From an optimization exercise on the open Yosys and OpenROAD flow, aimed at small area; shortcuts taken in it are not production practice. Where RTL was checked, it was by simulation tests only, not by an equivalence proof against the original. The flow treats the clock pin as an ideal source, which a real chip does not have. No activity file was given, so power comes from the tool's default toggle rates.

## ofdm_tx_backend
module ofdm_tx_backend(
    input               clk             ,
    input               rst_n           ,
    input               Tx_Clr          ,
    input               Train_Start_En  ,
    input       [7:0]   Din_Re          ,
    input       [7:0]   Din_Im          ,
    input               Din_En          ,
    input       [5:0]   Din_Index       ,
    output reg  [7:0]   Dout_Re         ,
    output reg  [7:0]   Dout_Im         ,
    output reg          Dout_Vld
);
Size: roughly 1,600 cells after synthesis, roughly 44 I/O pins.
export LEC_CHECK = 0
export CAP_MARGIN = 20
export CORE_MARGIN = 2
export CORE_UTILIZATION = 40
export SLEW_MARGIN = 20
create_clock -name core_clock -period 5.0 [get_ports {clk}]
run.sh (not shown) runs the stock make flow with config.mk's settings and CLKGATE_MAP_FILE= SYNTH_SCRIPT=/design/flow/synth_recipe.tcl, a recipe that flattens the netlist after the stock synthesis.
==> next run, changes <==
- CTS_CLUSTER_DIAMETER: unset -> 60
- CTS_CLUSTER_SIZE: unset -> 30
Effect: Fmax increases by 0.79%. Via count drops by 3.8%. Wire length shrinks by 2.5%. Clock-buffer cell count came out lower by 74. Synthesized area is unchanged. Non-clock buffer count does not change. Combinational power hardly moves. Worst hold slack is better by 0.0045 ns. Cell area came out lower by 6.2%. Final cell count shrinks by 4.0%. Die area does not change.
==> next run, changes <==
- CTS_BUF_LIST: unset -> sky130_fd_sc_hd__clkbuf_4
- CTS_CLUSTER_DIAMETER: 60 -> unset
What happened: Design area is higher by a few percent; routed wire length is higher by a few percent; clock skew is higher by 0.031 ns; count of clock-buffer cells in the layout is higher by 272.
No run of this note included a check of the RTL's function; only the layout flow was run.

========
## quartz
ofdm_tx_backend, a different RTL version from the one above (not shown whole).
Size in the first run: ~1400 cells after synthesis, ~1100 flip-flops.
export LEC_CHECK = 0
export CAP_MARGIN = 20
export CORE_MARGIN = 2
export CORE_UTILIZATION = 55
export GPL_TIMING_DRIVEN = 0
export SLEW_MARGIN = 20
create_clock -name core_clock -period 5.0 [get_ports {clk}]
standard.sh (not shown) runs the stock make flow with config.mk's settings and CLKGATE_MAP_FILE= SYNTH_SCRIPT=/design/flow/synth_recipe.tcl, a recipe that flattens the netlist after the stock synthesis.
==> flow/flow/run.sh <==
#!/bin/bash
# Own layout flow: the standard flow (standard.sh) with
#  - the standard synthesis script, except that ABC maps for area
#    (flow/abc_area.script) instead of delay; registers are untouched,
#  - clock tree synthesis without dummy loads,
#  - the smallest buffer on the input and output ports,
#  - after clock tree synthesis, clock buffers with light loads swapped for
#    smaller ones (flow/post_cts.tcl).
# Each tool's output goes to the ORFS logs under orfs/logs/; make's own
# output goes to flow_make.log here.
set -euo pipefail
W=$(pwd)

# synthesis script: synth_recipe.tcl with the ABC script replaced
{
  echo "proc abc {args} { set i [lsearch \$args -script]; lset args [expr {\$i+1}] $W/flow/abc_area.script; yosys abc {*}\$args }"
  cat "$W/synth_recipe.tcl"
} > "$W/flow_synth.tcl"
sed "s#$W/synth_recipe.tcl#$W/flow_synth.tcl#g" "$W/standard.sh" > "$W/flow_standard.sh"
grep -q flow_synth.tcl "$W/flow_standard.sh"

export CTS_ARGS="-sink_clustering_enable -repair_clock_nets -dont_use_dummy_load -sink_clustering_size 36 -sink_clustering_max_diameter 80"
export BUFFER_PORTS_ARGS="-buffer_cell sky130_fd_sc_hd__buf_1"
export POST_CTS_TCL="$W/flow/post_cts.tcl"

bash "$W/flow_standard.sh" > "$W/flow_make.log" 2>&1
==> flow/flow/abc_area.script <==
strash
&get -n
&deepsyn -T 20
&put
dch -f
amap
==> flow/flow/post_cts.tcl <==
estimate_parasitics -placement
set slew_limit 0.110
set sizes {sky130_fd_sc_hd__clkbuf_16 sky130_fd_sc_hd__clkbuf_8 sky130_fd_sc_hd__clkbuf_4}
proc load_slew { inst } {
  set worst 0.0
  foreach pin [get_pins -of_objects [get_nets -of_objects [get_pins $inst/X]]] {
    if { [get_property $pin direction] != "input" } { continue }
    foreach p {slew_max_rise slew_max_fall} {
      set s [get_property $pin $p]
      if { $s > $worst } { set worst $s }
    }
  }
  return $worst
}
set n_changed 0
foreach inst [get_cells -hierarchical clkbuf_*] {
  set master [get_property [get_property $inst liberty_cell] name]
  if { $master != "sky130_fd_sc_hd__clkbuf_16" } { continue }
  set name [get_property $inst full_name]
  set best $master
  foreach cell [lrange $sizes 1 end] {
    replace_cell $name $cell
    estimate_parasitics -placement
    set s [load_slew $name]
    if { $s <= $slew_limit } {
      set best $cell
    } else {
      break
    }
  }
  replace_cell $name $best
  if { $best != $master } {
    incr n_changed
    puts "post_cts: $name $master -> $best"
  }
}
estimate_parasitics -placement
puts "post_cts: resized $n_changed clock buffers"
diff inputs: quartz => pepper
- changing CORE_UTILIZATION from 55 to 40
diff --git a/flow/flow/run.sh b/flow/flow/run.sh
--- a/flow/flow/run.sh
+++ b/flow/flow/run.sh
@@ -20,5 +20,5 @@
 grep -q flow_synth.tcl "$W/flow_standard.sh"
 
-export CTS_ARGS="-sink_clustering_enable -repair_clock_nets -dont_use_dummy_load -sink_clustering_size 36 -sink_clustering_max_diameter 80"
+export CTS_ARGS="-sink_clustering_enable -repair_clock_nets -dont_use_dummy_load -sink_clustering_size 36 -sink_clustering_max_diameter 60"
 export BUFFER_PORTS_ARGS="-buffer_cell sky130_fd_sc_hd__buf_1"
 export POST_CTS_TCL="$W/flow/post_cts.tcl"
Findings:
- The minimum hold slack in pepper sits 0.021 ns below the value recorded for quartz.
- Run comparison: pepper launching instance or port of the critical path u_train.c[0]; quartz launching instance or port of the critical path u_train.c[1]
- Share of cell area taken by multi-input logic gates: pepper vs quartz, no meaningful difference
- Power after layout came out higher on pepper than on quartz.
[inputs] indigo vs pepper
- a change of CORE_UTILIZATION from 40 to 30
diff --git a/flow/flow/run.sh b/flow/flow/run.sh
--- a/flow/flow/run.sh
+++ b/flow/flow/run.sh
@@ -20,5 +20,5 @@
 grep -q flow_synth.tcl "$W/flow_standard.sh"
 
-export CTS_ARGS="-sink_clustering_enable -repair_clock_nets -dont_use_dummy_load -sink_clustering_size 36 -sink_clustering_max_diameter 60"
+export CTS_ARGS="-sink_clustering_enable -repair_clock_nets -dont_use_dummy_load -sink_clustering_size 36 -sink_clustering_max_diameter 80"
 export BUFFER_PORTS_ARGS="-buffer_cell sky130_fd_sc_hd__buf_1"
 export POST_CTS_TCL="$W/flow/post_cts.tcl"
==> comparison <==
indigo vs. pepper: peak supply drop lost 18%, final worst setup slack now sits lower, via count of the first global-routing pass increased by 275 relative to the old numbers. Against pepper, indigo comes in about 2% lower on total power per unit cell area. Relative to pepper, the post-layout utilization of the core of indigo is lower by 11 points. Wire: indigo routes more than pepper. Note that the number of placed cells counting well taps recorded for pepper amounts to 0.891 times the value seen in indigo. Relative area change from synthesis to final layout (lower): pepper. indigo ended up with a higher full die area than pepper did.
## Diff of input files: onyx against indigo
- CORE_UTILIZATION now 40, was 30
Notes after the runs:
onyx reached the end of the flow, and the finished layout is clean on the timing, DRC and antenna checks.
Wire length: higher on indigo
indigo vs onyx, highest metal layer with signal wires: met5 vs met4
Diff indigo -> onyx | data arrival at the endpoint of the critical path | decrease of 0.08 ns
indigo has a lower number of iterations in the first detailed-routing pass than onyx.
## Diff of input files: lagoon against onyx
diff --git a/flow/flow/run.sh b/flow/flow/run.sh
--- a/flow/flow/run.sh
+++ b/flow/flow/run.sh
@@ -4,7 +4,5 @@
 #    (flow/abc_area.script) instead of delay; registers are untouched,
 #  - clock tree synthesis without dummy loads,
-#  - the smallest buffer on the input and output ports,
-#  - after clock tree synthesis, clock buffers with light loads swapped for
-#    smaller ones (flow/post_cts.tcl).
+#  - the smallest buffer on the input and output ports.
 # Each tool's output goes to the ORFS logs under orfs/logs/; make's own
 # output goes to flow_make.log here.
@@ -20,7 +18,6 @@
 grep -q flow_synth.tcl "$W/flow_standard.sh"
 
-export CTS_ARGS="-sink_clustering_enable -repair_clock_nets -dont_use_dummy_load -sink_clustering_size 36 -sink_clustering_max_diameter 80"
+export CTS_ARGS="-sink_clustering_enable -repair_clock_nets -dont_use_dummy_load -sink_clustering_size 36 -sink_clustering_max_diameter 60"
 export BUFFER_PORTS_ARGS="-buffer_cell sky130_fd_sc_hd__buf_1"
-export POST_CTS_TCL="$W/flow/post_cts.tcl"
 
 bash "$W/flow_standard.sh" > "$W/flow_make.log" 2>&1
removed: flow/flow/post_cts.tcl
Notes after the runs:
lagoon: PASS, flow complete, no timing, DRC or antenna violations
~same core outline area in onyx and lagoon
In the flow results for onyx and lagoon, the cell depth of the worst setup path is larger on lagoon.
Final cell area: lagoon above onyx
Going from onyx to lagoon, the power share of the sequential group was found to have gone down by 0.8 points.
The final reports for lagoon and onyx show fraction of power consumed by the clock network higher in the former.
Synthesized area essentially unchanged between lagoon and onyx.
Detailed-route wire length, onyx and lagoon: smaller value in lagoon
Of onyx and lagoon, the higher final period demand of the worst path belongs to lagoon.
Input changes introduced in zinc (baseline for comparison: lagoon):
diff --git a/flow/flow/run.sh b/flow/flow/run.sh
--- a/flow/flow/run.sh
+++ b/flow/flow/run.sh
@@ -4,5 +4,7 @@
 #    (flow/abc_area.script) instead of delay; registers are untouched,
 #  - clock tree synthesis without dummy loads,
-#  - the smallest buffer on the input and output ports.
+#  - the smallest buffer on the input and output ports,
+#  - after clock tree synthesis, clock buffers with light loads swapped for
+#    smaller ones (flow/post_cts.tcl).
 # Each tool's output goes to the ORFS logs under orfs/logs/; make's own
 # output goes to flow_make.log here.
@@ -18,6 +20,7 @@
 grep -q flow_synth.tcl "$W/flow_standard.sh"
 
-export CTS_ARGS="-sink_clustering_enable -repair_clock_nets -dont_use_dummy_load -sink_clustering_size 36 -sink_clustering_max_diameter 60"
+export CTS_ARGS="-sink_clustering_enable -repair_clock_nets -dont_use_dummy_load -sink_clustering_size 36 -sink_clustering_max_diameter 100"
 export BUFFER_PORTS_ARGS="-buffer_cell sky130_fd_sc_hd__buf_1"
+export POST_CTS_TCL="$W/flow/post_cts.tcl"
 
 bash "$W/flow_standard.sh" > "$W/flow_make.log" 2>&1
==> flow/flow/post_cts.tcl (new file) <==
estimate_parasitics -placement
set slew_limit 0.110
set sizes {sky130_fd_sc_hd__clkbuf_16 sky130_fd_sc_hd__clkbuf_8 sky130_fd_sc_hd__clkbuf_4}
proc load_slew { inst } {
  set worst 0.0
  foreach pin [get_pins -of_objects [get_nets -of_objects [get_pins $inst/X]]] {
    if { [get_property $pin direction] != "input" } { continue }
    foreach p {slew_max_rise slew_max_fall} {
      set s [get_property $pin $p]
      if { $s > $worst } { set worst $s }
    }
  }
  return $worst
}
set n_changed 0
foreach inst [get_cells -hierarchical clkbuf_*] {
  set master [get_property [get_property $inst liberty_cell] name]
  if { $master != "sky130_fd_sc_hd__clkbuf_16" } { continue }
  set name [get_property $inst full_name]
  set best $master
  foreach cell [lrange $sizes 1 end] {
    replace_cell $name $cell
    estimate_parasitics -placement
    set s [load_slew $name]
    if { $s <= $slew_limit } {
      set best $cell
    } else {
      break
    }
  }
  replace_cell $name $best
  if { $best != $master } {
    incr n_changed
    puts "post_cts: $name $master -> $best"
  }
}
estimate_parasitics -placement
puts "post_cts: resized $n_changed clock buffers"
Results
STATUS worst hold slack after final layout: zinc wins against lagoon
For lagoon, the launching element of the worst setup path was u_train.c[0], unlike zinc, where it was u_train.c[2].
zinc vs lagoon, critical-path cell with the highest stage delay: sky130_fd_sc_hd__dfstp_2 vs sky130_fd_sc_hd__dfstp_4
Worst setup path endpoint = Dout_Im[6]: zinc; worst setup path endpoint = Dout_Re[7]: lagoon
Delta (zinc minus lagoon): number of non-clock buffers picked up an extra 14%; cell count along the critical path decreased by 9 relative to the old numbers; post-route total power saw a decrease.

========
Another version of the RTL of ofdm_tx_backend (not shown whole).
For scale: ~1400 cells after synthesis, roughly 1100 flip-flops.
export LEC_CHECK = 0
export CAP_MARGIN = 20
export CORE_MARGIN = 2
export CORE_UTILIZATION = 40
export GPL_TIMING_DRIVEN = 0
export SLEW_MARGIN = 20
create_clock -name core_clock -period 5.0 [get_ports {clk}]
==> flow/flow/run.sh <==
#!/bin/bash
# Own layout flow: the standard flow (standard.sh) with
#  - the standard synthesis script, except that ABC maps for area
#    (flow/abc_area.script) instead of delay; registers are untouched,
#  - clock tree synthesis without dummy loads,
#  - the smallest buffer on the input and output ports,
#  - after clock tree synthesis, clock buffers with light loads swapped for
#    smaller ones (flow/post_cts.tcl).
# Each tool's output goes to the ORFS logs under orfs/logs/; make's own
# output goes to flow_make.log here.
set -euo pipefail
W=$(pwd)

# synthesis script: synth_recipe.tcl with the ABC script replaced
{
  echo "proc abc {args} { set i [lsearch \$args -script]; lset args [expr {\$i+1}] $W/flow/abc_area.script; yosys abc {*}\$args }"
  cat "$W/synth_recipe.tcl"
} > "$W/flow_synth.tcl"
sed "s#$W/synth_recipe.tcl#$W/flow_synth.tcl#g" "$W/standard.sh" > "$W/flow_standard.sh"
grep -q flow_synth.tcl "$W/flow_standard.sh"

export CTS_ARGS="-sink_clustering_enable -repair_clock_nets -dont_use_dummy_load -sink_clustering_size 36 -sink_clustering_max_diameter 80"
export BUFFER_PORTS_ARGS="-buffer_cell sky130_fd_sc_hd__buf_1"
export POST_CTS_TCL="$W/flow/post_cts.tcl"

bash "$W/flow_standard.sh" > "$W/flow_make.log" 2>&1
==> flow/flow/post_cts.tcl <==
estimate_parasitics -placement
set slew_limit 0.115
set sizes {sky130_fd_sc_hd__clkbuf_16 sky130_fd_sc_hd__clkbuf_8 sky130_fd_sc_hd__clkbuf_4}
proc load_slew { inst } {
  set worst 0.0
  foreach pin [get_pins -of_objects [get_nets -of_objects [get_pins $inst/X]]] {
    if { [get_property $pin direction] != "input" } { continue }
    foreach p {slew_max_rise slew_max_fall} {
      set s [get_property $pin $p]
      if { $s > $worst } { set worst $s }
    }
  }
  return $worst
}
set n_changed 0
foreach inst [get_cells -hierarchical clkbuf_*] {
  set master [get_property [get_property $inst liberty_cell] name]
  if { $master != "sky130_fd_sc_hd__clkbuf_16" } { continue }
  set name [get_property $inst full_name]
  set best $master
  foreach cell [lrange $sizes 1 end] {
    replace_cell $name $cell
    estimate_parasitics -placement
    set s [load_slew $name]
    if { $s <= $slew_limit } {
      set best $cell
    } else {
      break
    }
  }
  replace_cell $name $best
  if { $best != $master } {
    incr n_changed
    puts "post_cts: $name $master -> $best"
  }
}
estimate_parasitics -placement
puts "post_cts: resized $n_changed clock buffers"
Scripts as last shown in full above: flow/flow/abc_area.script
The starting point produced a clean layout.
Change:
--- a/flow/flow/post_cts.tcl
+++ b/flow/flow/post_cts.tcl
@@ -2 +2 @@
-set slew_limit 0.115
+set slew_limit 0.110
What happened:
- The changed run ran to the end with no violations
- clock skew is unchanged
- flip-flop and latch count stays the same
- worst setup slack stays the same
- cell count stays the same
- first-iteration DRC count does not change
- global-route usage does not change
- design area does not change
- non-clock buffer count is unchanged
- clock-buffer cell count does not change
- power stays the same
- clock power stays flat
Change:
==> flow/flow/abc_area.script (replaced) <==
strash
&get -n
&deepsyn -T 20
&put
dch -f
map -a
amap
=>
- total power fell by 0.74%
- utilization barely changes
- die area is unchanged
- cell count fell by about 0.65%
Change:
--- a/flow/flow/run.sh
+++ b/flow/flow/run.sh
@@ -22 +22 @@
-export CTS_ARGS="-sink_clustering_enable -repair_clock_nets -dont_use_dummy_load -sink_clustering_size 36 -sink_clustering_max_diameter 80"
+export CTS_ARGS="-sink_clustering_enable -repair_clock_nets -dont_use_dummy_load -sink_clustering_size 36 -sink_clustering_max_diameter 90"
==> flow/flow/abc_area.script (replaced) <==
strash
&get -n
&deepsyn -T 20
&put
dch -f
amap
Result: The new run produced a clean layout; final area barely changes; total power goes up by 0.91%; combinational power goes up by about 7%; critical path depth goes up by 4; fmax goes down by 1.8%.

## what the ideal ports hide
No port has a modelled driver above. Below, the same layouts with a new extraction and two added sets of constraints. Step 1: set_driving_cell puts a clkbuf_16 on clk and a buf_2 on each other input, an assumption about the parent block. Step 2 moves the port delays by t, midway between the first and last clock arrival at a register: inputs arrive t later, outputs are due t later. That takes back most of the time a late clock gives input paths. Three values: ideal ports, drivers, drivers and shift; two values: the first two.
run | t (ns) | slack for setup (ns) | worst setup path at the end | latest minus earliest clock arrival (ns)
the first run of note 1 | 0.654 | 1.616 / 1.616 / 1.444 | input to register | 0.018 / 0.018
the second run of note 1 | 0.643 | 1.643 / 1.643 / 1.439 | input to register | 0.025 / 0.026
the third run of note 1 | 0.909 | 1.585 / 1.585 / 1.438 | input to register | 0.056 / 0.056
quartz | 0.610 | 0.194 / 0.194 / 0.194 | register to register | 0.105 / 0.105
pepper | 0.604 | 0.269 / 0.269 / 0.138 | input to register | 0.098 / 0.098
indigo | 0.596 | 0.151 / 0.151 / 0.052 | input to register | 0.101 / 0.101
onyx | 0.605 | 0.224 / 0.224 / 0.210 | input to register | 0.073 / 0.073
lagoon | 0.619 | 0.189 / 0.189 / 0.128 | input to register | 0.112 / 0.112
zinc | 0.609 | 0.165 / 0.165 / 0.165 | register to register | 0.071 / 0.071
the first run of note 3 | 0.608 | 0.275 / 0.275 / 0.182 | input to register | 0.076 / 0.076
the second run of note 3 | 0.608 | 0.275 / 0.275 / 0.182 | input to register | 0.076 / 0.076
the third run of note 3 | 0.611 | 0.309 / 0.309 / 0.160 | input to register | 0.074 / 0.074
the fourth run of note 3 | 0.609 | 0.223 / 0.223 / 0.198 | input to register | 0.080 / 0.081
After both steps setup and hold are still met in every run listed. The setup slack of the second run of note 1, which loses most, moves by 0.000 ns with the drivers and by -0.204 ns with both steps.
